This design comes from an exercise in tuning for small area, a short achievable clock period and few clock cycles on the open sky130 flow, not from production work.
Only simulation tests tie the RTL to the original design; equivalence was not proved.
Power is estimated from default activity; no workload was simulated.

[design/flow/config.mk]
export PLATFORM = sky130hd
export DESIGN_NAME = conv_engine
export DESIGN_NICKNAME = conv_engine
export VERILOG_FILES = /design/flow/design.v
export SDC_FILE = /design/flow/constraint.sdc
export NUM_CORES = 4
export LEC_CHECK = 0
export CAP_MARGIN = 20
export CORE_MARGIN = 2
export CORE_UTILIZATION = 40
export SLEW_MARGIN = 20
[design/flow/constraint.sdc]
create_clock -name core_clock -period 10.0 [get_ports {clk}]
set_input_delay 2.0000 -clock core_clock [delete_from_list [all_inputs] [get_ports {clk}]]
set_output_delay 2.0000 -clock core_clock [all_outputs]
set_load 0.01 [all_outputs]
[design/flow/design.v]
module conv_engine(
    input         clk,
    input         reset,
    input         en_ctrl,
    output [15:0] s_addr,
    output [15:0] w_addr,
    output [15:0] b_addr,
    input  [7:0]  signal,
    input  [7:0]  weight,
    input  [7:0]  bias,
    output [15:0] save_addr,
    output [7:0]  convout,
    output        en_write,
    output        finish
);
    reg        go;           
    reg        done;         
    reg        stall;        
    reg [11:0] sa, wa;       
    reg [2:0]  j;            
    reg [1:0]  c;            
    reg [2:0]  r;            
    reg        inb;          
    reg        jend, rend;   
    reg [4:0]  o, y;         
    reg [3:0]  xp;
    reg        last_out;     
    reg p0, p15, ya, yb, y01;    
    wire [2:0] jpen = (p0 | p15) ? 3'd2 : 3'd4;
    wire [2:0] rpen = ya ? 3'd1 : yb ? 3'd2 : 3'd3;
    wire cend = (c == 2'd2);
    wire last_pos = p15 & ya & ~y01;
    wire adv = go & ~done & ~stall;
    wire hold = ~inb & jend & cend & rend;
    wire inb_n  = adv ? hold : inb;
    wire jend_n = adv ? (~inb & (~jend ? (j == jpen) : (cend & rend))) : jend;
    wire cend_n = adv ? (~inb & (~jend ? cend : ~cend ? (c == 2'd1) : ~rend ? 1'b0 : 1'b1)) : cend;
    wire rend_n = adv ? (~inb & ((jend & cend & ~rend) ? (r == rpen) : rend)) : rend;
    wire last_out_n = w2 ? (o == 5'd30) : last_out;
    wire stall_n = (w2 & last_out) ? 1'b0 : (adv & inb & last_out) ? 1'b1 : stall;
    wire done_n = done | (adv & inb & last_out & last_pos);
    wire adv_n = en_ctrl & ~done_n & ~stall_n;
    reg a_inc, a_ch, a_row, a_back, a_pos;
    always @(posedge clk) begin
        if (reset) begin
            a_inc <= 1'b0;
            a_ch <= 1'b0;
            a_row <= 1'b0;
            a_back <= 1'b0;
            a_pos <= 1'b0;
        end else begin
            a_inc <= adv_n & ~inb_n & ~jend_n;
            a_ch <= adv_n & ~inb_n & jend_n & ~cend_n;
            a_row <= adv_n & ~inb_n & jend_n & cend_n & ~rend_n;
            a_back <= adv_n & inb_n & ~last_out_n;
            a_pos <= adv_n & inb_n & last_out_n;
        end
    end
    wire [11:0] ds, dw;
    assign ds = ({12{a_inc & (~p0 & ~p15)}} & 12'd3)
        | ({12{a_inc & (p0)}} & 12'd4093)
        | ({12{a_inc & (p15)}} & 12'd3)
        | ({12{a_ch & (~p0 & ~p15)}} & 12'd4082)
        | ({12{a_ch & (p0)}} & 12'd10)
        | ({12{a_ch & (p15)}} & 12'd4088)
        | ({12{a_row & (~p0 & ~p15)}} & 12'd79)
        | ({12{a_row & (p0)}} & 12'd103)
        | ({12{a_row & (p15)}} & 12'd85)
        | ({12{a_back & (~p0 & ~p15) & (ya)}} & 12'd3887)
        | ({12{a_back & (~p0 & ~p15) & (yb)}} & 12'd3791)
        | ({12{a_back & (~p0 & ~p15) & (~ya & ~yb)}} & 12'd3695)
        | ({12{a_back & (p0) & (ya)}} & 12'd3911)
        | ({12{a_back & (p0) & (yb)}} & 12'd3815)
        | ({12{a_back & (p0) & (~ya & ~yb)}} & 12'd3719)
        | ({12{a_back & (p15) & (ya)}} & 12'd3893)
        | ({12{a_back & (p15) & (yb)}} & 12'd3797)
        | ({12{a_back & (p15) & (~ya & ~yb)}} & 12'd3701)
        | ({12{a_pos & (~p0 & ~p15) & (ya)}} & 12'd3893)
        | ({12{a_pos & (~p0 & ~p15) & (yb)}} & 12'd3797)
        | ({12{a_pos & (~p0 & ~p15) & (~ya & ~yb)}} & 12'd3701)
        | ({12{a_pos & (p0) & (ya)}} & 12'd3902)
        | ({12{a_pos & (p0) & (yb)}} & 12'd3806)
        | ({12{a_pos & (p0) & (~ya & ~yb)}} & 12'd3710)
        | ({12{a_pos & (p15) & (~ya & ~yb)}} & 12'd3722)
        | ({12{a_pos & (p15) & (ya & y01)}} & 12'd3818)
        | ({12{a_pos & (p15) & (yb & y01)}} & 12'd3722)
        | ({12{a_pos & (p15) & (yb & ~y01)}} & 12'd3818);
    assign dw = ({12{a_inc & (~p0 & ~p15)}} & 12'd3)
        | ({12{a_inc & (p0)}} & 12'd4093)
        | ({12{a_inc & (p15)}} & 12'd3)
        | ({12{a_ch & (~p0 & ~p15)}} & 12'd4082)
        | ({12{a_ch & (p0)}} & 12'd10)
        | ({12{a_ch & (p15)}} & 12'd4088)
        | ({12{a_row & (~p0 & ~p15)}} & 12'd4094)
        | ({12{a_row & (p0)}} & 12'd22)
        | ({12{a_row & (p15)}} & 12'd4)
        | ({12{a_back & (~p0 & ~p15) & (ya)}} & 12'd28)
        | ({12{a_back & (~p0 & ~p15) & (yb)}} & 12'd13)
        | ({12{a_back & (~p0 & ~p15) & (~ya & ~yb)}} & 12'd4094)
        | ({12{a_back & (p0) & (ya)}} & 12'd52)
        | ({12{a_back & (p0) & (yb)}} & 12'd37)
        | ({12{a_back & (p0) & (~ya & ~yb)}} & 12'd22)
        | ({12{a_back & (p15) & (ya)}} & 12'd34)
        | ({12{a_back & (p15) & (yb)}} & 12'd19)
        | ({12{a_back & (p15) & (~ya & ~yb)}} & 12'd4)
        | ({12{a_pos & (~p0 & ~p15) & (ya)}} & 12'd1724)
        | ({12{a_pos & (~p0 & ~p15) & (yb)}} & 12'd1709)
        | ({12{a_pos & (~p0 & ~p15) & (~ya & ~yb)}} & 12'd1694)
        | ({12{a_pos & (p0) & (ya)}} & 12'd1736)
        | ({12{a_pos & (p0) & (yb)}} & 12'd1721)
        | ({12{a_pos & (p0) & (~ya & ~yb)}} & 12'd1706)
        | ({12{a_pos & (p15) & (~ya & ~yb)}} & 12'd1712)
        | ({12{a_pos & (p15) & (ya & y01)}} & 12'd1727)
        | ({12{a_pos & (p15) & (yb & y01)}} & 12'd1712)
        | ({12{a_pos & (p15) & (yb & ~y01)}} & 12'd1727);
    reg first1, b1, ga1, gb1;
    reg first2, b2, first3, b3, b4, wr_en, w2, lsb, fin;
    always @(posedge clk) begin
        if (reset) begin
            go <= 1'b0;
            done <= 1'b0;
            stall <= 1'b0;
            sa <= 12'd9;
            wa <= 12'd42;
            j <= 3'd0;
            c <= 2'd0;
            r <= 3'd0;
            inb <= 1'b0;
            jend <= 1'b0;
            rend <= 1'b0;
        end else begin
            go <= en_ctrl;
            sa <= sa + ds;
            wa <= wa + dw;
            if (adv) begin
                if (inb) begin
                    inb <= 1'b0;
                    j <= 3'd0;
                    c <= 2'd0;
                    r <= 3'd0;
                    jend <= 1'b0;
                    rend <= 1'b0;
                    if (last_out) begin
                        stall <= 1'b1;
                        if (last_pos) done <= 1'b1;
                    end
                end else if (~jend) begin
                    j <= j + 3'd1;
                    jend <= (j == jpen);
                end else if (~cend) begin
                    j <= 3'd0;
                    c <= c + 2'd1;
                    jend <= 1'b0;
                end else if (~rend) begin
                    j <= 3'd0;
                    c <= 2'd0;
                    r <= r + 3'd1;
                    jend <= 1'b0;
                    rend <= (r == rpen);
                end else begin
                    inb <= 1'b1;
                end
            end
            if (w2 & last_out) stall <= 1'b0;
        end
    end
    always @(posedge clk) begin
        if (reset) begin
            o <= 5'd0;
            xp <= 4'd0;
            y <= 5'd0;
            p0 <= 1'b1;
            p15 <= 1'b0;
            ya <= 1'b1;
            yb <= 1'b0;
            y01 <= 1'b1;
            last_out <= 1'b0;
        end else if (w2) begin
            o <= o + 5'd1;
            last_out <= (o == 5'd30);
            if (last_out) begin
                xp <= xp + 4'd1;
                p0 <= p15;
                p15 <= (xp == 4'd14);
                if (p15) begin
                    y <= y + 5'd1;
                    ya <= (y == 5'd30);
                    yb <= (y == 5'd0) | (y == 5'd29);
                    y01 <= (y == 5'd0);
                end
            end
        end
    end
    always @(posedge clk) begin
        if (reset) begin
            first1 <= 1'b0;
            b1 <= 1'b0;
            ga1 <= 1'b0;
            gb1 <= 1'b1;
            first2 <= 1'b0;
            b2 <= 1'b0;
            first3 <= 1'b0;
            b3 <= 1'b0;
            b4 <= 1'b0;
            wr_en <= 1'b0;
            w2 <= 1'b0;
            lsb <= 1'b0;
            fin <= 1'b0;
        end else begin
            first1 <= adv & ~inb & (j == 3'd0) & (c == 2'd0) & (r == 3'd0);
            b1 <= adv & inb;
            ga1 <= jend & ~p15 & ~p0;
            gb1 <= ~adv | inb | (j == 3'd0);
            first2 <= first1;
            b2 <= b1;
            first3 <= first2;
            b3 <= b2;
            b4 <= b3;
            wr_en <= b3 | b4;
            w2 <= b4;
            lsb <= p0 ? b3 : b4;
            if (b4 & last_out & last_pos) fin <= 1'b1;
        end
    end
    reg  [7:0]  sr;               
    reg  [3:0]  onea, twoa, nega;    
    reg  [3:0]  oneb, twob, negb;    
    wire [7:0]  wd = b1 ? 8'd64 : ga1 ? 8'd0 : weight;
    always @(posedge clk) begin
        sr <= b1 ? bias : signal;
        onea <= {wd[6] ^ wd[5], wd[4] ^ wd[3], wd[2] ^ wd[1], wd[0]};
        twoa <= {(wd[7] & ~wd[6] & ~wd[5]) | (~wd[7] & wd[6] & wd[5]),
                 (wd[5] & ~wd[4] & ~wd[3]) | (~wd[5] & wd[4] & wd[3]),
                 (wd[3] & ~wd[2] & ~wd[1]) | (~wd[3] & wd[2] & wd[1]),
                 (wd[1] & ~wd[0])};
        nega <= {wd[7], wd[5], wd[3], wd[1]};
        oneb <= b1 ? 4'b1000 : gb1 ? 4'b0000 : onea;
        twob <= (b1 | gb1) ? 4'b0000 : twoa;
        negb <= (b1 | gb1) ? 4'b0000 : nega;
    end
    wire [9:0]  sx = {{2{sr[7]}}, sr};
    wire [10:0] sx2 = {sx, 1'b0};
    wire [8:0] ea0;
    assign ea0[0] = ((onea[0] & sx[0]) | (twoa[0] & sx2[0])) ^ nega[0];
    assign ea0[1] = ((onea[0] & sx[1]) | (twoa[0] & sx2[1])) ^ nega[0];
    assign ea0[2] = ((onea[0] & sx[2]) | (twoa[0] & sx2[2])) ^ nega[0];
    assign ea0[3] = ((onea[0] & sx[3]) | (twoa[0] & sx2[3])) ^ nega[0];
    assign ea0[4] = ((onea[0] & sx[4]) | (twoa[0] & sx2[4])) ^ nega[0];
    assign ea0[5] = ((onea[0] & sx[5]) | (twoa[0] & sx2[5])) ^ nega[0];
    assign ea0[6] = ((onea[0] & sx[6]) | (twoa[0] & sx2[6])) ^ nega[0];
    assign ea0[7] = ((onea[0] & sx[7]) | (twoa[0] & sx2[7])) ^ nega[0];
    assign ea0[8] = ((onea[0] & sx[8]) | (twoa[0] & sx2[8])) ^ nega[0];
    wire [8:0] ea1;
    assign ea1[0] = ((onea[1] & sx[0]) | (twoa[1] & sx2[0])) ^ nega[1];
    assign ea1[1] = ((onea[1] & sx[1]) | (twoa[1] & sx2[1])) ^ nega[1];
    assign ea1[2] = ((onea[1] & sx[2]) | (twoa[1] & sx2[2])) ^ nega[1];
    assign ea1[3] = ((onea[1] & sx[3]) | (twoa[1] & sx2[3])) ^ nega[1];
    assign ea1[4] = ((onea[1] & sx[4]) | (twoa[1] & sx2[4])) ^ nega[1];
    assign ea1[5] = ((onea[1] & sx[5]) | (twoa[1] & sx2[5])) ^ nega[1];
    assign ea1[6] = ((onea[1] & sx[6]) | (twoa[1] & sx2[6])) ^ nega[1];
    assign ea1[7] = ((onea[1] & sx[7]) | (twoa[1] & sx2[7])) ^ nega[1];
    assign ea1[8] = ((onea[1] & sx[8]) | (twoa[1] & sx2[8])) ^ nega[1];
    wire [8:0] ea2;
    assign ea2[0] = ((onea[2] & sx[0]) | (twoa[2] & sx2[0])) ^ nega[2];
    assign ea2[1] = ((onea[2] & sx[1]) | (twoa[2] & sx2[1])) ^ nega[2];
    assign ea2[2] = ((onea[2] & sx[2]) | (twoa[2] & sx2[2])) ^ nega[2];
    assign ea2[3] = ((onea[2] & sx[3]) | (twoa[2] & sx2[3])) ^ nega[2];
    assign ea2[4] = ((onea[2] & sx[4]) | (twoa[2] & sx2[4])) ^ nega[2];
    assign ea2[5] = ((onea[2] & sx[5]) | (twoa[2] & sx2[5])) ^ nega[2];
    assign ea2[6] = ((onea[2] & sx[6]) | (twoa[2] & sx2[6])) ^ nega[2];
    assign ea2[7] = ((onea[2] & sx[7]) | (twoa[2] & sx2[7])) ^ nega[2];
    assign ea2[8] = ((onea[2] & sx[8]) | (twoa[2] & sx2[8])) ^ nega[2];
    wire [8:0] ea3;
    assign ea3[0] = ((onea[3] & sx[0]) | (twoa[3] & sx2[0])) ^ nega[3];
    assign ea3[1] = ((onea[3] & sx[1]) | (twoa[3] & sx2[1])) ^ nega[3];
    assign ea3[2] = ((onea[3] & sx[2]) | (twoa[3] & sx2[2])) ^ nega[3];
    assign ea3[3] = ((onea[3] & sx[3]) | (twoa[3] & sx2[3])) ^ nega[3];
    assign ea3[4] = ((onea[3] & sx[4]) | (twoa[3] & sx2[4])) ^ nega[3];
    assign ea3[5] = ((onea[3] & sx[5]) | (twoa[3] & sx2[5])) ^ nega[3];
    assign ea3[6] = ((onea[3] & sx[6]) | (twoa[3] & sx2[6])) ^ nega[3];
    assign ea3[7] = ((onea[3] & sx[7]) | (twoa[3] & sx2[7])) ^ nega[3];
    assign ea3[8] = ((onea[3] & sx[8]) | (twoa[3] & sx2[8])) ^ nega[3];
    reg  [17:0] Sa, Ca;
    wire [17:0] Sag = first2 ? 18'd0 : Sa;
    wire [17:0] Cag = first2 ? 18'd0 : Ca;
    wire fas0 = nega[0] ^ Sag[0] ^ ea0[0];
    wire fac0 = (nega[0] & Sag[0]) | (nega[0] & ea0[0]) | (Sag[0] & ea0[0]);
    wire fas1 = Sag[1] ^ Cag[1] ^ ea0[1];
    wire fac1 = (Sag[1] & Cag[1]) | (Sag[1] & ea0[1]) | (Cag[1] & ea0[1]);
    wire fas2 = nega[1] ^ Sag[2] ^ Cag[2];
    wire fac2 = (nega[1] & Sag[2]) | (nega[1] & Cag[2]) | (Sag[2] & Cag[2]);
    wire fas3 = ea0[2] ^ ea1[0] ^ fas2;
    wire fac3 = (ea0[2] & ea1[0]) | (ea0[2] & fas2) | (ea1[0] & fas2);
    wire fas4 = Sag[3] ^ Cag[3] ^ ea0[3];
    wire fac4 = (Sag[3] & Cag[3]) | (Sag[3] & ea0[3]) | (Cag[3] & ea0[3]);
    wire fas5 = ea1[1] ^ fac2 ^ fas4;
    wire fac5 = (ea1[1] & fac2) | (ea1[1] & fas4) | (fac2 & fas4);
    wire fas6 = nega[2] ^ Sag[4] ^ Cag[4];
    wire fac6 = (nega[2] & Sag[4]) | (nega[2] & Cag[4]) | (Sag[4] & Cag[4]);
    wire fas7 = ea0[4] ^ ea1[2] ^ ea2[0];
    wire fac7 = (ea0[4] & ea1[2]) | (ea0[4] & ea2[0]) | (ea1[2] & ea2[0]);
    wire fas8 = fas6 ^ fac4 ^ fas7;
    wire fac8 = (fas6 & fac4) | (fas6 & fas7) | (fac4 & fas7);
    wire fas9 = Sag[5] ^ Cag[5] ^ ea0[5];
    wire fac9 = (Sag[5] & Cag[5]) | (Sag[5] & ea0[5]) | (Cag[5] & ea0[5]);
    wire fas10 = ea1[3] ^ ea2[1] ^ fac6;
    wire fac10 = (ea1[3] & ea2[1]) | (ea1[3] & fac6) | (ea2[1] & fac6);
    wire fas11 = fac7 ^ fas9 ^ fas10;
    wire fac11 = (fac7 & fas9) | (fac7 & fas10) | (fas9 & fas10);
    wire fas12 = nega[3] ^ Sag[6] ^ Cag[6];
    wire fac12 = (nega[3] & Sag[6]) | (nega[3] & Cag[6]) | (Sag[6] & Cag[6]);
    wire fas13 = ea0[6] ^ ea1[4] ^ ea2[2];
    wire fac13 = (ea0[6] & ea1[4]) | (ea0[6] & ea2[2]) | (ea1[4] & ea2[2]);
    wire fas14 = ea3[0] ^ fas12 ^ fac9;
    wire fac14 = (ea3[0] & fas12) | (ea3[0] & fac9) | (fas12 & fac9);
    wire fas15 = fas13 ^ fac10 ^ fas14;
    wire fac15 = (fas13 & fac10) | (fas13 & fas14) | (fac10 & fas14);
    wire fas16 = Sag[7] ^ Cag[7] ^ ea0[7];
    wire fac16 = (Sag[7] & Cag[7]) | (Sag[7] & ea0[7]) | (Cag[7] & ea0[7]);
    wire fas17 = ea1[5] ^ ea2[3] ^ ea3[1];
    wire fac17 = (ea1[5] & ea2[3]) | (ea1[5] & ea3[1]) | (ea2[3] & ea3[1]);
    wire fas18 = fac12 ^ fac13 ^ fas16;
    wire fac18 = (fac12 & fac13) | (fac12 & fas16) | (fac13 & fas16);
    wire fas19 = fas17 ^ fac14 ^ fas18;
    wire fac19 = (fas17 & fac14) | (fas17 & fas18) | (fac14 & fas18);
    wire fas20 = ~(Sag[8] ^ Cag[8]);
    wire fac20 = Sag[8] | Cag[8];
    wire fas21 = ~ea0[8] ^ ea1[6] ^ ea2[4];
    wire fac21 = (~ea0[8] & ea1[6]) | (~ea0[8] & ea2[4]) | (ea1[6] & ea2[4]);
    wire fas22 = ea3[2] ^ fas20 ^ fac16;
    wire fac22 = (ea3[2] & fas20) | (ea3[2] & fac16) | (fas20 & fac16);
    wire fas23 = fac17 ^ fas21 ^ fac18;
    wire fac23 = (fac17 & fas21) | (fac17 & fac18) | (fas21 & fac18);
    wire fas24 = fas22 ^ fac19 ^ fas23;
    wire fac24 = (fas22 & fac19) | (fas22 & fas23) | (fac19 & fas23);
    wire fas25 = ~(Sag[9] ^ Cag[9]);
    wire fac25 = Sag[9] | Cag[9];
    wire fas26 = ea1[7] ^ ea2[5] ^ ea3[3];
    wire fac26 = (ea1[7] & ea2[5]) | (ea1[7] & ea3[3]) | (ea2[5] & ea3[3]);
    wire fas27 = fac20 ^ fas25 ^ fac21;
    wire fac27 = (fac20 & fas25) | (fac20 & fac21) | (fas25 & fac21);
    wire fas28 = fas26 ^ fac22 ^ fas27;
    wire fac28 = (fas26 & fac22) | (fas26 & fas27) | (fac22 & fas27);
    wire fas29 = fac23 ^ fas28 ^ fac24;
    wire fac29 = (fac23 & fas28) | (fac23 & fac24) | (fas28 & fac24);
    wire fas30 = Sag[10] ^ Cag[10] ^ ~ea1[8];
    wire fac30 = (Sag[10] & Cag[10]) | (Sag[10] & ~ea1[8]) | (Cag[10] & ~ea1[8]);
    wire fas31 = ea2[6] ^ ea3[4] ^ fac25;
    wire fac31 = (ea2[6] & ea3[4]) | (ea2[6] & fac25) | (ea3[4] & fac25);
    wire fas32 = fac26 ^ fas30 ^ fas31;
    wire fac32 = (fac26 & fas30) | (fac26 & fas31) | (fas30 & fas31);
    wire fas33 = fac27 ^ fas32 ^ fac28;
    wire fac33 = (fac27 & fas32) | (fac27 & fac28) | (fas32 & fac28);
    wire fas34 = ~(Sag[11] ^ Cag[11]);
    wire fac34 = Sag[11] | Cag[11];
    wire fas35 = ea2[7] ^ ea3[5] ^ fas34;
    wire fac35 = (ea2[7] & ea3[5]) | (ea2[7] & fas34) | (ea3[5] & fas34);
    wire fas36 = fac30 ^ fac31 ^ fas35;
    wire fac36 = (fac30 & fac31) | (fac30 & fas35) | (fac31 & fas35);
    wire fas37 = fac32 ^ fas36 ^ fac33;
    wire fac37 = (fac32 & fas36) | (fac32 & fac33) | (fas36 & fac33);
    wire fas38 = Sag[12] ^ Cag[12] ^ ~ea2[8];
    wire fac38 = (Sag[12] & Cag[12]) | (Sag[12] & ~ea2[8]) | (Cag[12] & ~ea2[8]);
    wire fas39 = ea3[6] ^ fac34 ^ fas38;
    wire fac39 = (ea3[6] & fac34) | (ea3[6] & fas38) | (fac34 & fas38);
    wire fas40 = fac35 ^ fas39 ^ fac36;
    wire fac40 = (fac35 & fas39) | (fac35 & fac36) | (fas39 & fac36);
    wire fas41 = ~(Sag[13] ^ Cag[13]);
    wire fac41 = Sag[13] | Cag[13];
    wire fas42 = ea3[7] ^ fas41 ^ fac38;
    wire fac42 = (ea3[7] & fas41) | (ea3[7] & fac38) | (fas41 & fac38);
    wire fas43 = fac39 ^ fas42 ^ fac40;
    wire fac43 = (fac39 & fas42) | (fac39 & fac40) | (fas42 & fac40);
    wire fas44 = Sag[14] ^ Cag[14] ^ ~ea3[8];
    wire fac44 = (Sag[14] & Cag[14]) | (Sag[14] & ~ea3[8]) | (Cag[14] & ~ea3[8]);
    wire fas45 = fac41 ^ fas44 ^ fac42;
    wire fac45 = (fac41 & fas44) | (fac41 & fac42) | (fas44 & fac42);
    wire fas46 = ~(Sag[15] ^ Cag[15]);
    wire fac46 = Sag[15] | Cag[15];
    wire fas47 = fas46 ^ fac44 ^ fac45;
    wire fac47 = (fas46 & fac44) | (fas46 & fac45) | (fac44 & fac45);
    wire fas48 = ~(Sag[16] ^ Cag[16]);
    wire fac48 = Sag[16] | Cag[16];
    wire fas49 = fac46 ^ fas48 ^ fac47;
    wire fac49 = (fac46 & fas48) | (fac46 & fac47) | (fas48 & fac47);
    wire fas50 = ~(Sag[17] ^ Cag[17]);
    wire fac50 = Sag[17] | Cag[17];
    wire fas51 = fac48 ^ fas50 ^ fac49;
    wire fac51 = (fac48 & fas50) | (fac48 & fac49) | (fas50 & fac49);
    always @(posedge clk) begin
        Sa <= {fas51, fas49, fas47, fac43, fas43, fac37, fas37, fac29, fas29, fas24, fac15, fac11, fac8, fac5, fac3, fac1, fac0, fas0};
        Ca <= {1'b0, 1'b0, 1'b0, fas45, 1'b0, fas40, 1'b0, fas33, 1'b0, 1'b0, fas19, fas15, fas11, fas8, fas5, fas3, fas1, 1'b0};
    end
    wire [8:0] eb0;
    assign eb0[0] = ((oneb[0] & sx[0]) | (twob[0] & sx2[0])) ^ negb[0];
    assign eb0[1] = ((oneb[0] & sx[1]) | (twob[0] & sx2[1])) ^ negb[0];
    assign eb0[2] = ((oneb[0] & sx[2]) | (twob[0] & sx2[2])) ^ negb[0];
    assign eb0[3] = ((oneb[0] & sx[3]) | (twob[0] & sx2[3])) ^ negb[0];
    assign eb0[4] = ((oneb[0] & sx[4]) | (twob[0] & sx2[4])) ^ negb[0];
    assign eb0[5] = ((oneb[0] & sx[5]) | (twob[0] & sx2[5])) ^ negb[0];
    assign eb0[6] = ((oneb[0] & sx[6]) | (twob[0] & sx2[6])) ^ negb[0];
    assign eb0[7] = ((oneb[0] & sx[7]) | (twob[0] & sx2[7])) ^ negb[0];
    assign eb0[8] = ((oneb[0] & sx[8]) | (twob[0] & sx2[8])) ^ negb[0];
    wire [8:0] eb1;
    assign eb1[0] = ((oneb[1] & sx[0]) | (twob[1] & sx2[0])) ^ negb[1];
    assign eb1[1] = ((oneb[1] & sx[1]) | (twob[1] & sx2[1])) ^ negb[1];
    assign eb1[2] = ((oneb[1] & sx[2]) | (twob[1] & sx2[2])) ^ negb[1];
    assign eb1[3] = ((oneb[1] & sx[3]) | (twob[1] & sx2[3])) ^ negb[1];
    assign eb1[4] = ((oneb[1] & sx[4]) | (twob[1] & sx2[4])) ^ negb[1];
    assign eb1[5] = ((oneb[1] & sx[5]) | (twob[1] & sx2[5])) ^ negb[1];
    assign eb1[6] = ((oneb[1] & sx[6]) | (twob[1] & sx2[6])) ^ negb[1];
    assign eb1[7] = ((oneb[1] & sx[7]) | (twob[1] & sx2[7])) ^ negb[1];
    assign eb1[8] = ((oneb[1] & sx[8]) | (twob[1] & sx2[8])) ^ negb[1];
    wire [8:0] eb2;
    assign eb2[0] = ((oneb[2] & sx[0]) | (twob[2] & sx2[0])) ^ negb[2];
    assign eb2[1] = ((oneb[2] & sx[1]) | (twob[2] & sx2[1])) ^ negb[2];
    assign eb2[2] = ((oneb[2] & sx[2]) | (twob[2] & sx2[2])) ^ negb[2];
    assign eb2[3] = ((oneb[2] & sx[3]) | (twob[2] & sx2[3])) ^ negb[2];
    assign eb2[4] = ((oneb[2] & sx[4]) | (twob[2] & sx2[4])) ^ negb[2];
    assign eb2[5] = ((oneb[2] & sx[5]) | (twob[2] & sx2[5])) ^ negb[2];
    assign eb2[6] = ((oneb[2] & sx[6]) | (twob[2] & sx2[6])) ^ negb[2];
    assign eb2[7] = ((oneb[2] & sx[7]) | (twob[2] & sx2[7])) ^ negb[2];
    assign eb2[8] = ((oneb[2] & sx[8]) | (twob[2] & sx2[8])) ^ negb[2];
    wire [8:0] eb3;
    assign eb3[0] = ((oneb[3] & sx[0]) | (twob[3] & sx2[0])) ^ negb[3];
    assign eb3[1] = ((oneb[3] & sx[1]) | (twob[3] & sx2[1])) ^ negb[3];
    assign eb3[2] = ((oneb[3] & sx[2]) | (twob[3] & sx2[2])) ^ negb[3];
    assign eb3[3] = ((oneb[3] & sx[3]) | (twob[3] & sx2[3])) ^ negb[3];
    assign eb3[4] = ((oneb[3] & sx[4]) | (twob[3] & sx2[4])) ^ negb[3];
    assign eb3[5] = ((oneb[3] & sx[5]) | (twob[3] & sx2[5])) ^ negb[3];
    assign eb3[6] = ((oneb[3] & sx[6]) | (twob[3] & sx2[6])) ^ negb[3];
    assign eb3[7] = ((oneb[3] & sx[7]) | (twob[3] & sx2[7])) ^ negb[3];
    assign eb3[8] = ((oneb[3] & sx[8]) | (twob[3] & sx2[8])) ^ negb[3];
    reg  [17:0] Sb, Cb;
    wire [17:0] Sbg = first3 ? 18'd0 : Sb;
    wire [17:0] Cbg = first3 ? 18'd0 : Cb;
    wire fbs0 = negb[0] ^ Sbg[0] ^ eb0[0];
    wire fbc0 = (negb[0] & Sbg[0]) | (negb[0] & eb0[0]) | (Sbg[0] & eb0[0]);
    wire fbs1 = Sbg[1] ^ Cbg[1] ^ eb0[1];
    wire fbc1 = (Sbg[1] & Cbg[1]) | (Sbg[1] & eb0[1]) | (Cbg[1] & eb0[1]);
    wire fbs2 = negb[1] ^ Sbg[2] ^ Cbg[2];
    wire fbc2 = (negb[1] & Sbg[2]) | (negb[1] & Cbg[2]) | (Sbg[2] & Cbg[2]);
    wire fbs3 = eb0[2] ^ eb1[0] ^ fbs2;
    wire fbc3 = (eb0[2] & eb1[0]) | (eb0[2] & fbs2) | (eb1[0] & fbs2);
    wire fbs4 = Sbg[3] ^ Cbg[3] ^ eb0[3];
    wire fbc4 = (Sbg[3] & Cbg[3]) | (Sbg[3] & eb0[3]) | (Cbg[3] & eb0[3]);
    wire fbs5 = eb1[1] ^ fbc2 ^ fbs4;
    wire fbc5 = (eb1[1] & fbc2) | (eb1[1] & fbs4) | (fbc2 & fbs4);
    wire fbs6 = negb[2] ^ Sbg[4] ^ Cbg[4];
    wire fbc6 = (negb[2] & Sbg[4]) | (negb[2] & Cbg[4]) | (Sbg[4] & Cbg[4]);
    wire fbs7 = eb0[4] ^ eb1[2] ^ eb2[0];
    wire fbc7 = (eb0[4] & eb1[2]) | (eb0[4] & eb2[0]) | (eb1[2] & eb2[0]);
    wire fbs8 = fbs6 ^ fbc4 ^ fbs7;
    wire fbc8 = (fbs6 & fbc4) | (fbs6 & fbs7) | (fbc4 & fbs7);
    wire fbs9 = Sbg[5] ^ Cbg[5] ^ eb0[5];
    wire fbc9 = (Sbg[5] & Cbg[5]) | (Sbg[5] & eb0[5]) | (Cbg[5] & eb0[5]);
    wire fbs10 = eb1[3] ^ eb2[1] ^ fbc6;
    wire fbc10 = (eb1[3] & eb2[1]) | (eb1[3] & fbc6) | (eb2[1] & fbc6);
    wire fbs11 = fbc7 ^ fbs9 ^ fbs10;
    wire fbc11 = (fbc7 & fbs9) | (fbc7 & fbs10) | (fbs9 & fbs10);
    wire fbs12 = negb[3] ^ Sbg[6] ^ Cbg[6];
    wire fbc12 = (negb[3] & Sbg[6]) | (negb[3] & Cbg[6]) | (Sbg[6] & Cbg[6]);
    wire fbs13 = eb0[6] ^ eb1[4] ^ eb2[2];
    wire fbc13 = (eb0[6] & eb1[4]) | (eb0[6] & eb2[2]) | (eb1[4] & eb2[2]);
    wire fbs14 = eb3[0] ^ fbs12 ^ fbc9;
    wire fbc14 = (eb3[0] & fbs12) | (eb3[0] & fbc9) | (fbs12 & fbc9);
    wire fbs15 = fbs13 ^ fbc10 ^ fbs14;
    wire fbc15 = (fbs13 & fbc10) | (fbs13 & fbs14) | (fbc10 & fbs14);
    wire fbs16 = Sbg[7] ^ Cbg[7] ^ eb0[7];
    wire fbc16 = (Sbg[7] & Cbg[7]) | (Sbg[7] & eb0[7]) | (Cbg[7] & eb0[7]);
    wire fbs17 = eb1[5] ^ eb2[3] ^ eb3[1];
    wire fbc17 = (eb1[5] & eb2[3]) | (eb1[5] & eb3[1]) | (eb2[3] & eb3[1]);
    wire fbs18 = fbc12 ^ fbc13 ^ fbs16;
    wire fbc18 = (fbc12 & fbc13) | (fbc12 & fbs16) | (fbc13 & fbs16);
    wire fbs19 = fbs17 ^ fbc14 ^ fbs18;
    wire fbc19 = (fbs17 & fbc14) | (fbs17 & fbs18) | (fbc14 & fbs18);
    wire fbs20 = ~(Sbg[8] ^ Cbg[8]);
    wire fbc20 = Sbg[8] | Cbg[8];
    wire fbs21 = ~eb0[8] ^ eb1[6] ^ eb2[4];
    wire fbc21 = (~eb0[8] & eb1[6]) | (~eb0[8] & eb2[4]) | (eb1[6] & eb2[4]);
    wire fbs22 = eb3[2] ^ fbs20 ^ fbc16;
    wire fbc22 = (eb3[2] & fbs20) | (eb3[2] & fbc16) | (fbs20 & fbc16);
    wire fbs23 = fbc17 ^ fbs21 ^ fbc18;
    wire fbc23 = (fbc17 & fbs21) | (fbc17 & fbc18) | (fbs21 & fbc18);
    wire fbs24 = fbs22 ^ fbc19 ^ fbs23;
    wire fbc24 = (fbs22 & fbc19) | (fbs22 & fbs23) | (fbc19 & fbs23);
    wire fbs25 = ~(Sbg[9] ^ Cbg[9]);
    wire fbc25 = Sbg[9] | Cbg[9];
    wire fbs26 = eb1[7] ^ eb2[5] ^ eb3[3];
    wire fbc26 = (eb1[7] & eb2[5]) | (eb1[7] & eb3[3]) | (eb2[5] & eb3[3]);
    wire fbs27 = fbc20 ^ fbs25 ^ fbc21;
    wire fbc27 = (fbc20 & fbs25) | (fbc20 & fbc21) | (fbs25 & fbc21);
    wire fbs28 = fbs26 ^ fbc22 ^ fbs27;
    wire fbc28 = (fbs26 & fbc22) | (fbs26 & fbs27) | (fbc22 & fbs27);
    wire fbs29 = fbc23 ^ fbs28 ^ fbc24;
    wire fbc29 = (fbc23 & fbs28) | (fbc23 & fbc24) | (fbs28 & fbc24);
    wire fbs30 = Sbg[10] ^ Cbg[10] ^ ~eb1[8];
    wire fbc30 = (Sbg[10] & Cbg[10]) | (Sbg[10] & ~eb1[8]) | (Cbg[10] & ~eb1[8]);
    wire fbs31 = eb2[6] ^ eb3[4] ^ fbc25;
    wire fbc31 = (eb2[6] & eb3[4]) | (eb2[6] & fbc25) | (eb3[4] & fbc25);
    wire fbs32 = fbc26 ^ fbs30 ^ fbs31;
    wire fbc32 = (fbc26 & fbs30) | (fbc26 & fbs31) | (fbs30 & fbs31);
    wire fbs33 = fbc27 ^ fbs32 ^ fbc28;
    wire fbc33 = (fbc27 & fbs32) | (fbc27 & fbc28) | (fbs32 & fbc28);
    wire fbs34 = ~(Sbg[11] ^ Cbg[11]);
    wire fbc34 = Sbg[11] | Cbg[11];
    wire fbs35 = eb2[7] ^ eb3[5] ^ fbs34;
    wire fbc35 = (eb2[7] & eb3[5]) | (eb2[7] & fbs34) | (eb3[5] & fbs34);
    wire fbs36 = fbc30 ^ fbc31 ^ fbs35;
    wire fbc36 = (fbc30 & fbc31) | (fbc30 & fbs35) | (fbc31 & fbs35);
    wire fbs37 = fbc32 ^ fbs36 ^ fbc33;
    wire fbc37 = (fbc32 & fbs36) | (fbc32 & fbc33) | (fbs36 & fbc33);
    wire fbs38 = Sbg[12] ^ Cbg[12] ^ ~eb2[8];
    wire fbc38 = (Sbg[12] & Cbg[12]) | (Sbg[12] & ~eb2[8]) | (Cbg[12] & ~eb2[8]);
    wire fbs39 = eb3[6] ^ fbc34 ^ fbs38;
    wire fbc39 = (eb3[6] & fbc34) | (eb3[6] & fbs38) | (fbc34 & fbs38);
    wire fbs40 = fbc35 ^ fbs39 ^ fbc36;
    wire fbc40 = (fbc35 & fbs39) | (fbc35 & fbc36) | (fbs39 & fbc36);
    wire fbs41 = ~(Sbg[13] ^ Cbg[13]);
    wire fbc41 = Sbg[13] | Cbg[13];
    wire fbs42 = eb3[7] ^ fbs41 ^ fbc38;
    wire fbc42 = (eb3[7] & fbs41) | (eb3[7] & fbc38) | (fbs41 & fbc38);
    wire fbs43 = fbc39 ^ fbs42 ^ fbc40;
    wire fbc43 = (fbc39 & fbs42) | (fbc39 & fbc40) | (fbs42 & fbc40);
    wire fbs44 = Sbg[14] ^ Cbg[14] ^ ~eb3[8];
    wire fbc44 = (Sbg[14] & Cbg[14]) | (Sbg[14] & ~eb3[8]) | (Cbg[14] & ~eb3[8]);
    wire fbs45 = fbc41 ^ fbs44 ^ fbc42;
    wire fbc45 = (fbc41 & fbs44) | (fbc41 & fbc42) | (fbs44 & fbc42);
    wire fbs46 = ~(Sbg[15] ^ Cbg[15]);
    wire fbc46 = Sbg[15] | Cbg[15];
    wire fbs47 = fbs46 ^ fbc44 ^ fbc45;
    wire fbc47 = (fbs46 & fbc44) | (fbs46 & fbc45) | (fbc44 & fbc45);
    wire fbs48 = ~(Sbg[16] ^ Cbg[16]);
    wire fbc48 = Sbg[16] | Cbg[16];
    wire fbs49 = fbc46 ^ fbs48 ^ fbc47;
    wire fbc49 = (fbc46 & fbs48) | (fbc46 & fbc47) | (fbs48 & fbc47);
    wire fbs50 = ~(Sbg[17] ^ Cbg[17]);
    wire fbc50 = Sbg[17] | Cbg[17];
    wire fbs51 = fbc48 ^ fbs50 ^ fbc49;
    wire fbc51 = (fbc48 & fbs50) | (fbc48 & fbc49) | (fbs50 & fbc49);
    always @(posedge clk) begin
        Sb <= {fbs51, fbs49, fbs47, fbc43, fbs43, fbc37, fbs37, fbc29, fbs29, fbs24, fbc15, fbc11, fbc8, fbc5, fbc3, fbc1, fbc0, fbs0};
        Cb <= {1'b0, 1'b0, 1'b0, fbs45, 1'b0, fbs40, 1'b0, fbs33, 1'b0, 1'b0, fbs19, fbs15, fbs11, fbs8, fbs5, fbs3, fbs1, 1'b0};
    end
    wire [17:0] acc = b3 ? (Sa + Ca) : (Sb + Cb);
    wire [8:0]  t = acc[17:9];
    reg  [7:0]  cout_r;
    always @(posedge clk)
        cout_r <= (t[8] != t[7]) ? {t[8], {7{~t[8]}}} : t[7:0];
    assign s_addr = {4'd0, sa};
    assign w_addr = {4'd0, wa};
    assign b_addr = {11'd0, o};
    assign save_addr = {1'b0, y, xp, lsb, o};
    assign convout = cout_r;
    assign en_write = wr_en;
    assign finish = fin;
endmodule
[design/flow/flow/run.sh]
#!/bin/bash
set -uo pipefail
MARGIN=$(cat flow/margin 2>/dev/null || echo 7)
bash standard.sh "SETUP_SLACK_MARGIN=$MARGIN" \
    "BUFFER_PORTS_ARGS=-buffer_cell sky130_fd_sc_hd__buf_1" finish > run_make.log 2>&1
status=$?
tail -5 run_make.log
exit $status
[design/flow/flow/margin]
7.2
[design/flow/standard.sh]
#!/bin/bash
# synth_recipe.tcl (not shown) runs the flow's synth.tcl, then flattens the netlist and writes it again
# the make line also repeats each setting of config.mk as NAME=value (left out here)
make -C /OpenROAD-flow-scripts/flow DESIGN_CONFIG=/design/flow/config.mk WORK_HOME=/design/flow/orfs CLKGATE_MAP_FILE= SYNTH_SCRIPT=/design/flow/synth_recipe.tcl "${@:-finish}"
==> results_dict.tcl, run 1 <==
set metrics [dict create \
    outcome "complete, no violations" \
    rsz0062_at_grt "yes" \
    async_reset_ff_share_pct 0 \
    r2r_cells 10 \
    fill_cells 2526 \
    ir_drop_mv 0.118 \
    hold_path_depth 1 \
    postLayoutCellArea_mm2 0.0142 \
    rows 61 \
    cts_buffers 17 \
    crit_fanout 5 \
    cp_slowest_cell "fa_2" \
    maxCapViolations 0 \
    gp_congestion 0.845 \
    r2r-start "sr[7]" \
    postCtsHoldBufs 0 \
    dp_slack_ns 6.44 \
    hold_violations 0 \
    slew_headroom_pct 44.2 \
    r2r-end "Sb[9]" \
    synth-edff-count 0 \
    yosysUniqueCellTypes 62 \
    insertion_delay_ns 0.45 \
    worstPathRequired_ns 10.38 \
    critPathBufInv 3 \
    wirelength_um 25700 \
    drt-vias-per-instance 4.97 \
    hold_path.class "flip-flop to flip-flop" \
    p_leak_nw 6.06 \
    avgSynthCellArea_um2 9.26 \
    boundaryPins 101 \
    die_w_um 171 \
    setup_violations 0 \
    drive_gt1_share_pct 32.4 \
    layout_min_cycle_time_ns 3.01 \
    fmax_mhz 332 \
    hold_ws_ns 0.436 \
    nets 1507 \
    min_to "first2" \
    power_density_mw_per_mm2 221 \
    ant_nets 0 \
    synth_ff_type "dfxtp_1" \
    cts_tree "built" \
    initial_core_util_pct 40.4 \
    die_h_um 171 \
    grt_use_total_pct 18.2 \
    path_class "flip-flop to flip-flop" \
    antenna_found_initial 0 \
    hpwlAfterDp_um 16900 \
    clkTransAtPathRegs_ns 0.07 \
    tightest_slew_ns 0.836 \
    ys_seq_area_share_pct 30.9 \
    antenna_cells 0 \
    cp_top_family "adder cells" \
    fin_util_pct 51.3 \
    grt_pass1_vias 8744 \
    drc 0 \
    startpoint_type "flip-flop" \
    endpoint_kind "flip-flop" \
    syn_to_final_growth_pct 27.2 \
    fin_skew_ns 0.0155 \
    synth_cells 1204 \
    port_buffers 80 \
    finalMaxSlewViolations 0 \
    crit_path_cell_trace "a22oi_2, xor2_2, fa_1, inv_1, fa_2, inv_2, fa_1, inv_2, fa_2, fa_2" \
    ys_warn_count 1 \
    crit_path_max_incr_delay_ns 0.52 \
    fin_setup_tns_ns 0 \
    ys_ff_latch 172 \
    coreArea_mm2 0.0276 \
    first_iter_violations 559 \
    setup_ws_ns 6.99 \
    grt_remaining_overflow 0 \
    cts_root_buf "clkbuf_16" \
    cts.sinks 172 \
    grt_pass1_wl_um 42700 \
    reg2reg_slack_ns 6.99 \
    placed_cell_area_mm2 0.0116 \
    min_period_over_period_pct 30.1 \
    dieArea_mm2 0.0292 \
    cpMostUsedCell "fa_2" \
    syn_area_mm2 0.0111 \
    avgRoutedWirePerCell_um 14.9 \
    cts_max_level 4 \
    cts.path.max_buffers 2 \
    grt_start_max_net_pins 69 \
    hold_start "first1" \
    num_vias 8602 \
    critPathArrivalTime_ns 3.39 \
    firstDrtPassIters 5 \
]
## state kept, by name, summed over array words and instances (netlist names), 5 cells and up
| signal | cells |
|---|---|
| cout_r | 8 |
| o | 5 |
| Cb | 10 |
| sa | 12 |
| Ca | 10 |
| wa | 12 |
| sr | 8 |
| Sb | 18 |
| y | 5 |
| Sa | 18 |
## worst max-delay path by stage
stage           from      to  slack, ns  cells past startpoint
2_1_floorplan  sr[6]   Sb[9]       7.01                     12
3_3_place_gp     p15  wa[10]       6.57                     15
3_5_place_dp      p0  wa[11]       6.44                     13
4_1_cts        sr[7]   Sb[9]       7.01                     10
5_1_grt          p15  wa[11]       6.90                     13
6_report       sr[7]   Sb[9]       6.99                     10
## synthesized netlist by cell type, drive strengths merged, types with 5 or more instances
master | instances | area [µm²]
nor2b | 43 | 269
nand2 | 57 | 214
mux2 | 10 | 113
buf | 32 | 218
fa | 88 | 1760
and2 | 17 | 106
o21ai | 35 | 183
nor2 | 90 | 338
xor2 | 41 | 367
o21bai | 5 | 37.5
a21oi | 47 | 235
a22oi | 58 | 435
or2 | 6 | 37.5
maj3 | 6 | 67.6
nand2b | 44 | 275
a21o | 12 | 90.1
xnor2 | 88 | 771
inv | 122 | 458
o211ai | 7 | 57.6
nor3 | 14 | 70.1
mux2i | 6 | 76.3
ha | 52 | 651
nand4 | 13 | 81.3
dfxtp | 172 | 3440
nand3 | 8 | 40.0
a31oi | 6 | 37.5
o22ai | 7 | 43.8
clkbuf | 68 | 255
## cell usage in the layout (no fill, tap or decap), types with 7 or more instances in the layout
cell type / instances
nand3_1: 8
conb_1: 20
a22oi_2: 12
o22ai_1: 7
nand2b_1: 41
nand2_1: 56
ha_1: 49
and2_1: 16
a21oi_2: 10
nand4_1: 13
a21oi_1: 37
nor3_1: 14
buf_6: 65
xor2_1: 37
xnor2_1: 82
o21ai_0: 21
dfxtp_2: 50
inv_2: 20
buf_4: 99
clkbuf_16: 17
dfxtp_4: 35
fa_1: 59
fa_2: 29
inv_1: 101
mux2_2: 10
a21o_1: 12
dfxtp_1: 87
nor2b_1: 42
nor2_1: 87
buf_1: 25
a22oi_1: 46
## through the flow
step,power [mW],std cells
after floorplan,1.96,1223
after global placement,2.24,1582
after detailed placement,2.27,1582
after CTS,3.09,1702
after global routing,3.46,1731
final,3.13,1731
## power breakdown
part           total, mW  switching [mW]  internal [mW]
logic               1.45           0.758          0.696
clock network      0.690           0.311          0.379
registers          0.989           0.124          0.865
## final cells by class
class	instances	area, µm²	area share (%)
Tap cell	378	473	3.33
Sequential cell	172	3640	25.6
Clock buffer	18	429	3.02
Clock inverter	14	183	1.29
Multi-Input combinational cell	827	7350	51.8
Timing Repair Buffer	198	1640	11.6
Inverter	124	472	3.32
## logic make-up (layout without fill, tap and decap cells)
logic type      Yosys count  after routing  share of synthesized area [%]
mux                      16             16                           1.69
flops                   172            172                           30.9
compound gates          204            204                           12.3
simple gates            312            312                           14.2
xor+xnor                129            129                           10.2
other cells               1             20                         0.0336
buf+inv                 224            354                           8.42
fa+ha+maj               146            146                           22.2
## worst reg2reg max path, stage by stage (launching register included)
cell     delay, ns
dfxtp_4       0.38
a22oi_2       0.24
xor2_2        0.19
fa_1          0.44
inv_1         0.08
fa_2          0.19
inv_2         0.03
fa_1          0.50
inv_2         0.04
fa_2          0.35
fa_2          0.52
## routing by layer
metal	GRT usage, %	share of wire [%]
met1	22.3	42
met2	32.2	51
met3	3.17	4.2
met4	6.19	2.2
met5	0	0
## timing repair
item	CTS	global route
buffers inserted	88	29
pin swaps	39	45
endpoints found under the setup margin	96	95
hold endpoints to repair	0	0
resized for setup	257	105
Testbench counts, summed over its fixed seeds: cycles 4,137,219.
==> run 2: changes to the inputs <==
==> design/flow/flow/margin (replaced) <==
7
==> results_dict.tcl, run 2 <==
set metrics [dict create \
    synth-edff-count 0 \
    r2r_cells 15 \
    dp_slack_ns 6.22 \
    tightest_slew_ns 0.801 \
    r2r-start "p15" \
    grt_pass1_vias 8041 \
    cts_tree "built" \
    grt_use_total_pct 16.4 \
    antenna_found_initial 0 \
    fin_skew_ns 0.0128 \
    ir_drop_mv 0.144 \
    crit_path_max_incr_delay_ns 0.42 \
    syn_to_final_growth_pct 16.0 \
    yosysTopAreaCellShare_pct 30.9 \
    num_vias 8084 \
    path_class "flip-flop to flip-flop" \
    synth.most_common_cell "dfxtp_1" \
    maxCapViolations 0 \
    syn_area_mm2 0.0111 \
    coreArea_mm2 0.0276 \
    clkTransAtPathRegs_ns 0.07 \
    layout_commonest_cell "dfxtp_1" \
    drt-vias-per-instance 4.87 \
    outcome "complete, no violations" \
    layout_min_cycle_time_ns 2.99 \
    fmax_mhz 335 \
    synth_ff_type "dfxtp_1" \
    first_iter_violations 436 \
    setup_violations 0 \
    slew_headroom_pct 46.5 \
    min_to "first2" \
    finalMaxSlewViolations 0 \
    hpwlAfterDp_um 16400 \
    fin_setup_tns_ns 0 \
    min_period_over_period_pct 29.9 \
    mostFrequentLayoutCells "119 x dfxtp_1, 116 x inv_1, 87 x xnor2_1, 86 x nor2_1, 77 x fa_1" \
    hold_path.class "flip-flop to flip-flop" \
    ys_warn_count 1 \
    cp_slowest_cell "or3_4" \
    p_leak_nw 5.47 \
    cts_max_level 4 \
    grt_remaining_overflow 0 \
    die_h_um 171 \
    grt_start_max_net_pins 69 \
    hold_violations 0 \
    drc 0 \
    yosysUniqueCellTypes 62 \
    endpoint_kind "flip-flop" \
    nets 1437 \
    die_w_um 171 \
    port_buffers 80 \
    ys_seq_area_share_pct 30.9 \
    firstDrtPassIters 5 \
    postCtsHoldBufs 0 \
    ys_ff_latch 172 \
    critPathArrivalTime_ns 3.29 \
    synth_cells 1204 \
    power_density_mw_per_mm2 228 \
    gp_congestion 0.846 \
    antenna_cells 0 \
    cts.path.max_buffers 2 \
    cts_buffers 17 \
    wirelength_um 23400 \
    cts_root_buf "clkbuf_16" \
    r2r-end "wa[11]" \
    avgSynthCellArea_um2 9.26 \
    grt_pass1_wl_um 38800 \
    ant_nets 0 \
    synth_area_leader_cell "dfxtp_1" \
    setup_ws_ns 7.01 \
    insertion_delay_ns 0.43 \
    rsz0062_at_grt "yes" \
    avgRoutedWirePerCell_um 14.1 \
    dieArea_mm2 0.0292 \
    crit_path_cell_trace "buf_6, nand2b_4, nand2_2, a21oi_1, or3_4, ha_4, a21o_1, a21oi_2, o21bai_2, a2111oi_4, o31ai_2, a21o_1, a21oi_2, xnor2_1, nor2_1" \
    rows 61 \
    drive_gt1_share_pct 19.4 \
    cts.sinks 172 \
    hold_start "first1" \
    startpoint "p15" \
    boundaryPins 101 \
    async_reset_ff_share_pct 0 \
    synth_area_leaders "dfxtp_1 31%, fa_1 16%, xnor2_1 6.9%" \
    synthTopCellsByCount "172 x dfxtp_1, 120 x inv_1, 90 x nor2_1" \
    initial_core_util_pct 40.4 \
    reg_top3 "Sa x18, Sb x18" \
    startpoint_type "flip-flop" \
    hold_path_depth 1 \
    crit_fanout 6 \
    worstPathRequired_ns 10.30 \
    fin_util_pct 46.8 \
    reg2reg_slack_ns 7.01 \
]
## run 2: cell count changes in the layout (fill, tap and decap cells not counted), sizes merged
cell,previous run,this run
buf,197,107
inv,127,124
bufinv,2,1
clkbuf,19,42
clkinv,5,6
## run 2: kinds of logic after synthesis
kind of cell,count (synthesis),synth area share [%]
other,1,0.0336
muxes,16,1.69
xor gates and xnor gates,129,10.2
adders and majority gates,146,22.2
and+or+nand+nor,312,14.2
AOI/OAI and AO/OA,204,12.3
DFF,172,30.9
buffers and inverters,224,8.42
## run 2: timing repair
| action | CTS | global route |
|---|---|---|
| gates resized for setup | 73 | 93 |
| pin swaps | 5 | 45 |
| buffers inserted | 10 | 37 |
| setup endpoints to repair | 54 | 49 |
## run 2: per-stage QoR
stage                     hold WS [ns]  total power [mW]  std cells  area (µm²)
after global placement           0.417              2.24       1582       11600
final                            0.435              2.95       1661       12900
after floorplan                  0.414              1.96       1223       11300
after detailed placement         0.427              2.27       1582       11600
after CTS                        0.439              2.97       1624       12400
after global routing             0.455              3.29       1661       12900
## run 2: cell type report
| type | instances | area [µm²] |
|---|---|---|
| Clock buffer | 21 | 480 |
| Clock inverter | 11 | 109 |
| Fill cell | 2664 | 14700 |
| Inverter | 124 | 470 |
| Multi-Input combinational cell | 827 | 7130 |
| Sequential cell | 172 | 3570 |
| Tap cell | 378 | 473 |
| Timing Repair Buffer | 128 | 703 |
## run 2: report_power, final
| group | switching (mW) | leakage, nW | internal, mW | total, mW |
|---|---|---|---|---|
| Clock | 0.294 | 0.284 | 0.373 | 0.667 |
| Sequential | 0.117 | 1.44 | 0.862 | 0.979 |
| Combinational | 0.726 | 3.75 | 0.583 | 1.31 |
| Total | 1.14 | 5.47 | 1.82 | 2.95 |
## run 2: worst max path at each step
stage / cells past startpoint / slack (ns) / endpoint
2_1_floorplan: 16 / 6.97 / wa[10]
3_3_place_gp: 14 / 6.28 / wa[11]
3_5_place_dp: 13 / 6.22 / wa[11]
4_1_cts: 14 / 6.88 / wa[11]
5_1_grt: 16 / 6.84 / wa[10]
6_report: 15 / 7.01 / wa[11]
## run 2: layer usage
metal	vias to the layer above	GRT usage, %	routed length [µm]
met4	0	4.27	362
met2	170	28.7	11800
met5	-	0	0
li1	4005	-	-
met3	29	2.57	787
met1	3880	21.0	10500
## run 2: worst max-delay path: cells and delay by family, from the launching register on
kind	cells	cell delay (ns)
XOR/XNOR	1	0.12
flip-flops	1	0.40
AND/OR/NAND/NOR	4	0.62
adder cells (fa/ha/maj)	1	0.22
buffers and inverters	1	0.13
AO/OA/AOI/OAI	8	1.38
==> run 3: changes to the inputs <==
==> design/flow/flow/run.sh (replaced) <==
#!/bin/bash
set -uo pipefail
MARGIN=$(cat flow/margin 2>/dev/null || echo 7)
EXTRA=()
if [[ -f flow/extra ]]; then
    while IFS= read -r line; do
        [[ -n "$line" ]] && EXTRA+=("$line")
    done < flow/extra
fi
bash standard.sh "SETUP_SLACK_MARGIN=$MARGIN" \
    "BUFFER_PORTS_ARGS=-buffer_cell sky130_fd_sc_hd__buf_1" "${EXTRA[@]}" finish > run_make.log 2>&1
status=$?
tail -5 run_make.log
exit $status
==> design/flow/flow/extra (new file) <==
SKIP_REPAIR_TIE_FANOUT=1
==> design/flow/flow/margin (replaced) <==
6.9
==> results_dict.tcl, run 3 <==
set metrics [dict create \
    p_sw_share_pct 38.9 \
    layout_commonest_cell "dfxtp_1" \
    syn_to_final_growth_pct 13.4 \
    fill_cells 2638 \
    critPathBufInv 1 \
    async_reset_ff_share_pct 0 \
    hold_violations 0 \
    ys_ff_latch 172 \
    cts.path.max_buffers 2 \
    insertion_delay_ns 0.44 \
    layout_min_cycle_time_ns 3.06 \
    p_sw_mw 1.16 \
    mostFrequentLayoutCells "133 x dfxtp_1, 120 x inv_1, 88 x xnor2_1, 86 x nor2_1, 86 x fa_1" \
    ir_drop_mv 0.132 \
    rows 61 \
    wirelength_um 23400 \
    critPathArrivalTime_ns 1.06 \
    syn_area_mm2 0.0111 \
    coreArea_mm2 0.0276 \
    fin_skew_ns 0.00810 \
    synthTopCellsByCount "172 x dfxtp_1, 120 x inv_1, 90 x nor2_1" \
    p_leak_nw 5.30 \
    avgSynthCellArea_um2 9.26 \
    cts.sinks 172 \
    startpoint_type "flip-flop" \
    rsz0062_at_grt "yes" \
    ys_warn_count 1 \
    finalMaxSlewViolations 0 \
    boundaryPins 101 \
    synth_area_leader_cell "dfxtp_1" \
    endpoint "w_addr[1]" \
    firstDrtPassIters 5 \
    power_density_mw_per_mm2 235 \
    yosysTopAreaCellShare_pct 30.9 \
    p_int_mw 1.82 \
    ant_nets 0 \
    slew_headroom_pct 46.1 \
    cp_top_family "flip-flops" \
    cts_tree "built" \
    fmax_mhz 327 \
    initial_core_util_pct 40.4 \
    path_class "flip-flop to output pin" \
    startpoint "wa[1]" \
    hold_path.class "flip-flop to flip-flop" \
    drive_gt1_share_pct 14.8 \
    synth_cells 1204 \
    synth-edff-count 0 \
    drt-vias-per-instance 4.95 \
    min_period_over_period_pct 30.6 \
    grt_pass1_vias 7907 \
    die_w_um 171 \
    cts_buffers 17 \
    cp_slowest_cell "dfxtp_2" \
    port_buffers 80 \
    pwr-share-clk_pct 23.7 \
    drc 0 \
    nets 1405 \
    seq_power_share_pct 33.0 \
    reg2reg_slack_ns 7.00 \
    clkTransAtPathRegs_ns 0.07 \
    maxCapViolations 0 \
    synth.most_common_cell "dfxtp_1" \
    synth_area_leaders "dfxtp_1 31%, fa_1 16%, xnor2_1 6.9%" \
    grt_pass1_wl_um 38800 \
    crit_fanout 3 \
    fin_setup_tns_ns 0 \
    hpwlAfterDp_um 16700 \
    reg_top3 "Sa x18, Sb x18" \
    setup_violations 0 \
    cts_root_buf "clkbuf_16" \
    ys_seq_area_share_pct 30.9 \
    path_depth 1 \
    crit_path_cell_trace "buf_1" \
    grt_remaining_overflow 0 \
    worstPathRequired_ns 8.00 \
    outcome "complete, no violations" \
    grt_use_total_pct 16.5 \
    r2r_cells 10 \
    antenna_cells 0 \
    hold_ws_ns 0.447 \
    num_vias 8069 \
    cts_max_level 4 \
    antenna_found_initial 0 \
    yosysUniqueCellTypes 62 \
    die_h_um 171 \
    gp_congestion 0.872 \
    dieArea_mm2 0.0292 \
    crit_path_max_incr_delay_ns 0.44 \
    pwr-share-comb_pct 43.2 \
    tightest_slew_ns 0.808 \
    grt_start_max_net_pins 69 \
    postCtsHoldBufs 0 \
    r2r-start "twoa[0]" \
    avgRoutedWirePerCell_um 14.4 \
    endpoint_kind "output pin" \
    first_iter_violations 531 \
    synth_ff_type "dfxtp_1" \
    r2r-end "Sa[9]" \
]
==> run 3: area by class of cell <==
type | count | area, µm² | share of cell area (%)
Sequential cell | 172 | 3530 | 28.0
Clock buffer | 17 | 425 | 3.37
Tap cell | 378 | 473 | 3.74
Timing Repair Buffer | 115 | 563 | 4.45
Multi-Input combinational cell | 808 | 6990 | 55.3
Inverter | 124 | 467 | 3.69
Clock inverter | 15 | 191 | 1.51
==> run 3: how the worst min path moves through the flow <==
| stage | start | to | slack (ns) | cells past startpoint |
|---|---|---|---|---|
| floorplan | b2 | b3 | 0.41 | 1 |
| global placement | first1 | first2 | 0.42 | 1 |
| detailed placement | b2 | b3 | 0.43 | 1 |
| CTS | first1 | first2 | 0.45 | 1 |
| global route | first1 | first2 | 0.45 | 1 |
| finish | first1 | first2 | 0.45 | 1 |
==> run 3: repair_timing <==
action,CTS,global route
resized for setup,32,74
setup buffers,2,32
pin swaps,1,26
endpoints found under the setup margin,32,27
==> run 3: stage by stage <==
| stage | utilization [%] | total power, mW | area [µm²] | setup WS (ns) | instances |
|---|---|---|---|---|---|
| 2_1_floorplan | - | 1.95 | 11200 | 6.85 | 1204 |
| 3_3_place_gp | 41.5 | 2.23 | 11500 | 6.24 | 1563 |
| 3_5_place_dp | 41.5 | 2.28 | 11500 | 6.15 | 1563 |
| 4_1_cts | 44.0 | 3.01 | 12200 | 6.69 | 1597 |
| 5_1_grt | 45.8 | 3.29 | 12600 | 6.81 | 1629 |
| 6_report | 45.8 | 2.97 | 12600 | 6.94 | 1629 |
==> run 3: metal layers <==
metal / wire [µm] / track usage (%) / vias to the layer above
met5: 0 / 0 / -
met4: 338 / 4.24 / 0
met3: 1080 / 3.03 / 25
met2: 11600 / 29.0 / 189
met1: 10400 / 20.9 / 3890
li1: - / - / 3965
==> run 3: power by group through the flow <==
stage          Combinational (mW)  Clock [mW]  Sequential, mW
2_1_floorplan               0.984           0           0.970
6_report                     1.29       0.705           0.982
4_1_cts                      1.30       0.722           0.986
3_3_place_gp                 1.24           0           0.998
5_1_grt                      1.54       0.747            1.00
3_5_place_dp                 1.28           0            1.00
==> run 3: cells by family (layout without fill, tap and decap cells) <==
logic type / Yosys count / count (layout) / share of synthesized area (%)
AND/OR/NAND/NOR: 312 / 312 / 14.2
multiplexers: 16 / 16 / 1.69
buffers and inverters: 224 / 271 / 8.42
XOR/XNOR: 129 / 129 / 10.2
adder cells (fa/ha/maj): 146 / 146 / 22.2
flip-flops: 172 / 172 / 30.9
AO/OA/AOI/OAI: 204 / 204 / 12.3
other: 1 / 1 / 0.0336
==> run 4: changes to the inputs <==
==> design/flow/flow/margin (replaced) <==
6.8
==> results_dict.tcl, run 4 <==
set metrics [dict create \
    synth_area_leaders "dfxtp_1 31%, fa_1 16%, xnor2_1 6.9%" \
    fmax_mhz 323 \
    mostFrequentLayoutCells "147 x dfxtp_1, 120 x inv_1, 88 x nor2_1, 88 x xnor2_1, 87 x fa_1" \
    rows 61 \
    slew_headroom_pct 44.9 \
    ant_nets 0 \
    maxCapViolations 0 \
    crit_path_cell_trace "buf_1" \
    initial_core_util_pct 40.4 \
    synth-edff-count 0 \
    cp_slowest_cell "dfxtp_1" \
    cts_max_level 4 \
    port_buffers 80 \
    cts_tree "built" \
    totalPowerFinal_mw 2.91 \
    outcome "complete, no violations" \
    antenna_cells 0 \
    die_h_um 171 \
    boundaryPins 101 \
    grt_start_max_net_pins 69 \
    grt_use_total_pct 16.5 \
    grt_pass1_vias 7982 \
    ys_warn_count 1 \
    reg_top3 "Sa x18, Sb x18" \
    synth.most_common_cell "dfxtp_1" \
    hold_violations 0 \
    p_leak_nw 5.12 \
    finalMaxSlewViolations 0 \
    crit_path_max_incr_delay_ns 0.46 \
    fin_setup_tns_ns 0 \
    avgRoutedWirePerCell_um 14.4 \
    die_w_um 171 \
    layout_min_cycle_time_ns 3.10 \
    drc 0 \
    cp_top_family "flip-flops" \
    cts_buffers 17 \
    num_vias 7942 \
    grt_remaining_overflow 0 \
    synthTopCellsByCount "172 x dfxtp_1, 120 x inv_1, 90 x nor2_1" \
    first_iter_violations 443 \
    ys_seq_area_share_pct 30.9 \
    cts.sinks 172 \
    grt_util_met2_pct 28.9 \
    syn_to_final_growth_pct 10.2 \
    fin_util_pct 44.5 \
    firstDrtPassIters 5 \
    clkTransAtPathRegs_ns 0.07 \
    gp_congestion 0.780 \
    endpoint_kind "output pin" \
    dieArea_mm2 0.0292 \
    fin_skew_ns 0.0117 \
    tightest_slew_ns 0.825 \
    worstPathRequired_ns 8.00 \
    avgSynthCellArea_um2 9.26 \
    fill_cells 2663 \
    cts_root_buf "clkbuf_16" \
    ff_latch_area_mm2 0.00350 \
    hold_path.class "flip-flop to flip-flop" \
    busiest_layer "met2" \
    async_reset_ff_share_pct 0 \
    setup_violations 0 \
    multi_input_comb_area_mm2 0.00689 \
    coreArea_mm2 0.0276 \
    min_period_over_period_pct 31.0 \
    ir_drop_mv 0.146 \
    startpoint_type "flip-flop" \
    cts.path.max_buffers 2 \
    synth_ff_type "dfxtp_1" \
    yosysTopAreaCellShare_pct 30.9 \
    drive_gt1_share_pct 10.7 \
    grt_pass1_wl_um 39000 \
    antenna_found_initial 0 \
    nets 1382 \
    use_met1_pct 20.9 \
    syn_area_mm2 0.0111 \
    critPathArrivalTime_ns 1.10 \
    ys_ff_latch 172 \
    yosysUniqueCellTypes 62 \
    insertion_delay_ns 0.44 \
    use_met3_pct 3.01 \
    layout_commonest_cell "dfxtp_1" \
    power_density_mw_per_mm2 237 \
    rsz0062_at_grt "yes" \
    hpwlAfterDp_um 16500 \
    synth_area_leader_cell "dfxtp_1" \
    path_class "flip-flop to output pin" \
    synth_cells 1204 \
    critPathBufInv 1 \
    drt-vias-per-instance 4.95 \
    crit_fanout 7 \
    wirelength_um 23100 \
]
run 4: final cells by class:
type                       instances  area share, %
inverter                         124           3.80
tap                              378           3.85
multi-input combinational        808           56.0
sequential                       172           28.5
clock buffer                      18           3.57
timing repair buffer              92           3.19
clock inverter                    14           1.09
run 4: power by group:
part | leakage (nW) | total (mW) | switching (mW) | internal (mW)
Clock | 0.278 | 0.659 | 0.304 | 0.355
Combinational | 3.41 | 1.27 | 0.706 | 0.564
Sequential | 1.43 | 0.984 | 0.120 | 0.864
Total | 5.12 | 2.91 | 1.13 | 1.78
run 4: cells by family after synthesis:
family / Yosys count / synth area share [%]
adder cells (fa/ha/maj): 146 / 22.2
buffers and inverters: 224 / 8.42
multiplexers: 16 / 1.69
flip-flops: 172 / 30.9
AND/OR/NAND/NOR: 312 / 14.2
XOR/XNOR: 129 / 10.2
AO/OA/AOI/OAI: 204 / 12.3
other: 1 / 0.0336
run 4: layer usage:
metal  share of wire [%]  vias up
li1                    -     3923
met4                 1.7        0
met5                   0        -
met3                 3.8       33
met1                  45     3803
met2                  50      183
run 4: timing repair:
item / 4_1_cts / 5_1_grt
resized for setup: 25 / 38
endpoints found under the setup margin: 23 / 17
pin swaps: 1 / 9
setup buffers: 1 / 10
hold buffers: 0 / 0
run 4: per-stage QoR:
| step | cells | hold WS (ns) | setup slack, ns | cell area, µm² |
|---|---|---|---|---|
| 2_1_floorplan | 1204 | 0.414 | 6.81 | 11200 |
| 3_3_place_gp | 1563 | 0.417 | 6.16 | 11500 |
| 3_5_place_dp | 1563 | 0.427 | 6.14 | 11500 |
| 4_1_cts | 1596 | 0.441 | 6.68 | 12100 |
| 5_1_grt | 1606 | 0.455 | 6.74 | 12300 |
| 6_report | 1606 | 0.434 | 6.90 | 12300 |
run 4: final timing paths:
path,startpoint,end,slack (ns),depth (start not counted)
worst max-delay path,y[2],save_addr[12],6.90,1
worst min register to register,first1,first2,0.43,1
worst min-delay path,first1,first2,0.43,1
worst max register to register,sr[3],Sa[9],6.92,9

## what the ideal ports hide
The results above use ideal ports. As a check the final layouts listed here were re-extracted and re-timed, cells and wires unchanged. Step 1 (the two cells are an assumption about what drives the block):
set clk [get_ports {clk}]
set_driving_cell -lib_cell sky130_fd_sc_hd__clkbuf_16 $clk
set_driving_cell -lib_cell sky130_fd_sc_hd__buf_2 [delete_from_list [all_inputs] $clk]
Step 2 moves the port delays by t, midway between the first and last clock arrival at a register: inputs arrive t later, outputs are due t later. That takes back most of the time a late clock gives input paths. Slacks: ideal ports / drivers / drivers and shift; pairs: ideal ports / drivers.
run	shift t [ns]	setup WS [ns]	slew at the worst register clock pin (ns)
run 1	0.486	6.988 / 6.988 / 6.940	0.08 / 0.08
run 2	0.474	7.013 / 6.979 / 6.711	0.07 / 0.07
run 3	0.484	6.943 / 6.895 / 6.727	0.08 / 0.08
run 4	0.486	6.904 / 6.853 / 6.690	0.07 / 0.07
After both steps every run listed still meets setup and hold. The setup slack of run 2, which loses most, moves by -0.034 ns with the drivers and by -0.302 ns with both steps.
